What follows belongs to an exercise in optimizing a design on an open flow for small area, a short achievable clock period and few clock cycles per item; a production flow would make more cautious choices. The RTL was checked by simulation tests, not by an equivalence proof against the original design. Power figures rest on the tool's default switching activity, not on a simulated workload.

## run A
## mmult
module mmult(
    input clk,
    input reset_n,
    input enable,
    input [0:9*8-1] A_mat,
    input [0:9*8-1] B_mat,
    output valid,
    output reg [0:9*17-1] C_mat
);
    reg [0:71] A, B;
    reg [1:0] cnt;
    wire load = !enable || !reset_n;
    assign valid = cnt[1] & cnt[0];
    wire [7:0] a0 = A[0:7];
    wire [7:0] a1 = A[24:31];
    wire [7:0] a2 = A[48:55];
    wire [7:0] b0 = B[0:7];
    wire [7:0] b1 = B[8:15];
    wire [7:0] b2 = B[16:23];
    wire [16:0] acc0 = C_mat[0:16];
    wire c00_p0_0 = ~a0[0] & ~b0[0];
    wire c00_p0_1 = ~a0[0] & ~b0[1];
    wire c00_p0_2 = ~a0[0] & ~b0[2];
    wire c00_p0_3 = ~a0[0] & ~b0[3];
    wire c00_p0_4 = ~a0[0] & ~b0[4];
    wire c00_p0_5 = ~a0[0] & ~b0[5];
    wire c00_p0_6 = ~a0[0] & ~b0[6];
    wire c00_p0_7 = ~a0[0] & ~b0[7];
    wire c00_p1_0 = ~a0[1] & ~b0[0];
    wire c00_p1_1 = ~a0[1] & ~b0[1];
    wire c00_p1_2 = ~a0[1] & ~b0[2];
    wire c00_p1_3 = ~a0[1] & ~b0[3];
    wire c00_p1_4 = ~a0[1] & ~b0[4];
    wire c00_p1_5 = ~a0[1] & ~b0[5];
    wire c00_p1_6 = ~a0[1] & ~b0[6];
    wire c00_p1_7 = ~a0[1] & ~b0[7];
    wire c00_p2_0 = ~a0[2] & ~b0[0];
    wire c00_p2_1 = ~a0[2] & ~b0[1];
    wire c00_p2_2 = ~a0[2] & ~b0[2];
    wire c00_p2_3 = ~a0[2] & ~b0[3];
    wire c00_p2_4 = ~a0[2] & ~b0[4];
  ...
For scale: ~300 I/O pins, about 27000 sq um of cells after synthesis.
Settings: LEC_CHECK=0, CAP_MARGIN=20, CORE_MARGIN=2, CORE_UTILIZATION=55, CTS_CLUSTER_DIAMETER=150, CTS_CLUSTER_SIZE=20, SLEW_MARGIN=20; clock period 11.0 ns.
standard.sh (not shown) runs the stock make flow with config.mk's settings and CLKGATE_MAP_FILE= SYNTH_SCRIPT=/design/flow/synth_recipe.tcl, a recipe that flattens the netlist after the stock synthesis.
==> flow/flow/run.sh <==
#!/bin/bash
# Standard layout, with these changes: Yosys's "abc -fast" pre-pass is skipped
# (so the full adders extract with clean polarity), the port buffers are the
# smallest plain buffer instead of the delay buffer buffer_ports picks, and
# timing repair aims for 6.6 ns of setup slack instead of 0.
export SYNTH_ARGS=-noabc
export BUFFER_PORTS_ARGS="-buffer_cell sky130_fd_sc_hd__buf_1"
export SETUP_SLACK_MARGIN=6.6
bash standard.sh > standard.log 2>&1
Run A | stages: all done | timing, DRC, antenna: all pass
Testbench counts of run A, summed over its fixed seeds: cycles 2,048, items 512.
> inputs changed (run A -> run B)
# run A
export LEC_CHECK = 0
export CAP_MARGIN = 20
export CORE_MARGIN = 2
export CORE_UTILIZATION = 55
export CTS_CLUSTER_DIAMETER = 150
export CTS_CLUSTER_SIZE = 20
export SLEW_MARGIN = 20
create_clock -name core_clock -period 11.0 [get_ports {clk}]
# run B
export LEC_CHECK = 0
export CAP_MARGIN = 20
export CORE_MARGIN = 2
export CORE_UTILIZATION = 40
export CTS_BUF_LIST = sky130_fd_sc_hd__clkbuf_8
export CTS_CLUSTER_DIAMETER = 60
export CTS_CLUSTER_SIZE = 10
export SLEW_MARGIN = 20
create_clock -name core_clock -period 11.0 [get_ports {clk}]
--- outcome ---
- Against run A, area of all placed cells without fillers in run B came out worse.
- [compare] base=run A new=run B: area overhead of the layout relative to synthesis up 2.5 points; total power up 1.3%; number of tap instances up 31%.
> inputs changed (run B -> run C)
# run B
export LEC_CHECK = 0
export CAP_MARGIN = 20
export CORE_MARGIN = 2
export CORE_UTILIZATION = 40
export CTS_BUF_LIST = sky130_fd_sc_hd__clkbuf_8
export CTS_CLUSTER_DIAMETER = 60
export CTS_CLUSTER_SIZE = 10
export SLEW_MARGIN = 20
create_clock -name core_clock -period 11.0 [get_ports {clk}]
# run C
export LEC_CHECK = 0
export CAP_MARGIN = 20
export CORE_MARGIN = 2
export CORE_UTILIZATION = 40
export CTS_CLUSTER_DIAMETER = 150
export CTS_CLUSTER_SIZE = 20
export SLEW_MARGIN = 20
create_clock -name core_clock -period 11.0 [get_ports {clk}]
==> flow/flow/run.sh <==
#!/bin/bash
# Standard layout, with these changes: Yosys's "abc -fast" pre-pass is skipped
# (so the full adders extract with clean polarity), the port buffers are the
# smallest plain buffer instead of the delay buffer buffer_ports picks, and
# timing repair aims for 6.7 ns of setup slack instead of 0.
export SYNTH_ARGS=-noabc
export BUFFER_PORTS_ARGS="-buffer_cell sky130_fd_sc_hd__buf_1"
export SETUP_SLACK_MARGIN=6.7
bash standard.sh > standard.log 2>&1
Notes after the runs:
- Cmp run C and run B / worst setup slack after layout / lower: run B
- [run C] met2 usage rose 0.47 points relative to run B
- Run C -> run B: area of the die flat
- Run B has a higher fraction of power spent switching nets than run C.
- Looking at worst-case headroom to the max-slew limit, run C sits 1.9 points higher than run B does.
- On design area, run C and run B are neck and neck.
- Between run C and run B, relative area of clock buffers and inverters in the final design is higher for run B, run C comes in under that.
- For final worst hold slack, run C and run B come out practically identical.
- Compared run C against run B; routed wire length within noise.
- Run C — portion of the clock cycle consumed by the worst path in the final layout 0.77 points lower, run B as reference
Here is what was changed in the inputs of run D compared with run C.
# run C
export LEC_CHECK = 0
export CAP_MARGIN = 20
export CORE_MARGIN = 2
export CORE_UTILIZATION = 40
export CTS_CLUSTER_DIAMETER = 150
export CTS_CLUSTER_SIZE = 20
export SLEW_MARGIN = 20
create_clock -name core_clock -period 11.0 [get_ports {clk}]
# run D
export LEC_CHECK = 0
export CAP_MARGIN = 20
export CORE_MARGIN = 2
export CORE_UTILIZATION = 40
export SLEW_MARGIN = 20
create_clock -name core_clock -period 11.0 [get_ports {clk}]
==> flow/flow/run.sh <==
#!/bin/bash
# Standard layout, with these changes: Yosys's "abc -fast" pre-pass is skipped
# (so the full adders extract with clean polarity), the port buffers are the
# smallest plain buffer instead of the delay buffer buffer_ports picks, and
# timing repair aims for 6.6 ns of setup slack instead of 0.
export SYNTH_ARGS=-noabc
export BUFFER_PORTS_ARGS="-buffer_cell sky130_fd_sc_hd__buf_1"
export SETUP_SLACK_MARGIN=6.6
bash standard.sh > standard.log 2>&1
Results
- Run D finished end to end and its layout was clean on timing, DRC and antenna.
- Taking run C as the reference, in run D worst reg-to-reg setup slack decreased 0.03 ns; global routing usage summed across all routing layers increased 0.26 points.
- Run D does worse than run C on cell area after layout.
- Multi-input combinational cell area: run C and run D compared, lower one is run D
- Clock network power (lower): run C
- The final-layout non-clock buffer area share of run D falls short of that of run C by 0.52 points.
- Run D against run C: largest driver fanout on the critical path lower, total cell area at the placement stage roughly the same.
[inputs] run E vs run D
# run D
export LEC_CHECK = 0
export CAP_MARGIN = 20
export CORE_MARGIN = 2
export CORE_UTILIZATION = 40
export SLEW_MARGIN = 20
create_clock -name core_clock -period 11.0 [get_ports {clk}]
# run E
export LEC_CHECK = 0
export CAP_MARGIN = 20
export CORE_MARGIN = 2
export CORE_UTILIZATION = 40
export CTS_CLUSTER_DIAMETER = 150
export CTS_CLUSTER_SIZE = 20
export SLEW_MARGIN = 20
create_clock -name core_clock -period 11.0 [get_ports {clk}]
==> flow/flow/run.sh <==
#!/bin/bash
# Standard layout, with these changes: Yosys's "abc -fast" pre-pass is skipped
# (so the full adders extract with clean polarity), the port buffers are the
# smallest plain buffer instead of the delay buffer buffer_ports picks, and
# timing repair aims for 7.0 ns of setup slack instead of 0.
export SYNTH_ARGS=-noabc
export BUFFER_PORTS_ARGS="-buffer_cell sky130_fd_sc_hd__buf_1"
export SETUP_SLACK_MARGIN=7.0
bash standard.sh > standard.log 2>&1
### Flow results
- Run E vs. run D: via count went up by 1119; switching power total increased by 17% relative to the old numbers; wire length of the first global-routing pass now sits higher; highest clock rate moved up; routed length on met1 has increased.
- Combinational power in run E vs run D: up about 34%
- Of run E and run D, the run reporting the higher global-route usage over all layers was run E.
- Min switching share of power across run E and run D: run E
- Run E vs run D — data-path buffer share of cell area in the final layout rose 5.8 points.
- Looking at internal power of the cells across run E and run D, the one that comes out lower is run D.
The inputs of run F differ from those of run E as listed below.
==> flow/flow/run.sh <==
#!/bin/bash
# Standard layout, with these changes: Yosys's "abc -fast" pre-pass is skipped
# (so the full adders extract with clean polarity), the port buffers are the
# smallest plain buffer instead of the delay buffer buffer_ports picks, and
# timing repair aims for 6.6 ns of setup slack instead of 0.
export SYNTH_ARGS=-noabc
export BUFFER_PORTS_ARGS="-buffer_cell sky130_fd_sc_hd__buf_1"
export SETUP_SLACK_MARGIN=6.6
bash standard.sh > standard.log 2>&1
Total design power improves in run F relative to run E.
Taking run E as the reference, in run F worst slack at placement rose 0.027 ns; met3 track demand over resource lost 2.1 points.
Diff run E -> run F | arrival time reported for the critical path endpoint | increase of 0.18 ns

* * *

== sierra ==
Another version of the RTL of mmult (not shown whole).
For scale: roughly 300 flip-flops, about 300 I/O pins, about 29000 um2 of cells after synthesis.
Design mmult, start of the top module:
module mmult(
    input clk,
    input reset_n,
    input enable,
    input [0:9*8-1] A_mat,
    input [0:9*8-1] B_mat,
    output valid,
    output reg [0:9*17-1] C_mat
);
Settings: LEC_CHECK=0, CAP_MARGIN=20, CORE_MARGIN=2, CORE_UTILIZATION=40, SLEW_MARGIN=20; clock period 11.0 ns.
==> flow/flow/run.sh <==
#!/bin/bash
# Standard layout (the standard.sh), with these changes:
# - Yosys's "abc -fast" pre-pass is skipped, so the full adders extract with
#   clean polarity (no inverters between them);
# - the port buffers are the smallest plain buffer instead of the delay buffer
#   buffer_ports picks;
# - timing repair aims for 0 ns of setup slack in floorplan and 7.5 ns after
#   placement, instead of 0. The clock, period and constraints are unchanged.
# After placement the repair only uses these moves: unbuffer,sizeup,swap.
set -e
export SYNTH_ARGS=-noabc
export BUFFER_PORTS_ARGS="-buffer_cell sky130_fd_sc_hd__buf_1"
export SETUP_SLACK_MARGIN=0
bash standard.sh synth floorplan > standard_synth_floorplan.log 2>&1
export SETUP_SLACK_MARGIN=7.5
export SETUP_MOVE_SEQUENCE=unbuffer,sizeup,swap
bash standard.sh > standard.log 2>&1
Testbench counts of sierra, summed over its fixed seeds: cycles 2,048, items 512.
For yarrow, these inputs were changed with respect to sierra:
==> flow/flow/run.sh <==
#!/bin/bash
# Standard layout, with these changes: Yosys's "abc -fast" pre-pass is skipped
# (so the full adders extract with clean polarity), the port buffers are the
# smallest plain buffer instead of the delay buffer buffer_ports picks, and
# timing repair aims for 6.6 ns of setup slack instead of 0.
export SYNTH_ARGS=-noabc
export BUFFER_PORTS_ARGS="-buffer_cell sky130_fd_sc_hd__buf_1"
export SETUP_SLACK_MARGIN=6.6
bash standard.sh > standard.log 2>&1
-- flow/config.mk --
<<< sierra, line 9
export CORE_MARGIN = 2
export CORE_UTILIZATION = 40
export SLEW_MARGIN = 20
>>> yarrow, line 9
export CORE_MARGIN = 2
export CORE_UTILIZATION = 40
export CTS_CLUSTER_DIAMETER = 150
export CTS_CLUSTER_SIZE = 20
export SLEW_MARGIN = 20
==> comparison <==
- Diff sierra..yarrow | clock skew | negligible
- Lower combinational share of power goes to yarrow over sierra.
- Changes observed in yarrow relative to sierra: synthesized cell count stayed essentially flat; proportion of power drawn by the clock network dropped 3.0 points; core utilization -5.1 points.
- [compare] base=sierra new=yarrow: part of the cycle the worst path needs shows an increase of 1.3 points, final area shows a reduction of 3600 um2.
- Cmp yarrow vs sierra: total wire length after detailed routing lower in yarrow
- Changes observed in yarrow relative to sierra: total number of multi-input combinational cells level; total power shrank by about 26%; global routing usage on met3 down 0.65 points.

port drivers added, routing unchanged:
How much do the figures lean on ideal ports? The routed layouts below were timed once more, with nothing changed but the port constraints. Step 1, drivers: a clkbuf_16 drives clk and a buf_2 each remaining input, both assumed. Step 2 moves the port delays by t, midway between the first and last clock arrival at a register: inputs arrive t later, outputs are due t later. That takes back most of the time a late clock gives input paths. Three values: ideal, step 1, step 2; two values: the first two.
| run | shift t [ns] | setup WS [ns] | worst hold slack (ns) | pins driven straight from the clock port |
|---|---|---|---|---|
| run A | 0.605 | 6.724 / 6.724 / 6.188 | 0.452 / 0.452 / 0.452 | 1 |
| run B | 0.696 | 6.700 / 6.700 / 6.500 | 0.461 / 0.461 / 0.461 | 1 |
| run C | 0.607 | 6.785 / 6.785 / 6.503 | 0.461 / 0.461 / 0.461 | 1 |
| run D | 0.619 | 6.751 / 6.751 / 6.467 | 0.461 / 0.461 / 0.461 | 1 |
| run E | 0.617 | 6.941 / 6.941 / 6.620 | 0.449 / 0.449 / 0.449 | 1 |
| run F | 0.604 | 6.739 / 6.739 / 6.491 | 0.457 / 0.457 / 0.457 | 1 |
| sierra | 0.640 | 6.874 / 6.874 / 6.654 | 0.397 / 0.397 / 0.397 | 1 |
| yarrow | 0.617 | 6.727 / 6.727 / 6.266 | 0.393 / 0.393 / 0.393 | 1 |
After both steps setup and hold are still met in every run listed. For run A, which loses most, drivers alone change the setup slack by 0.000 ns; drivers and shift together by -0.536 ns.
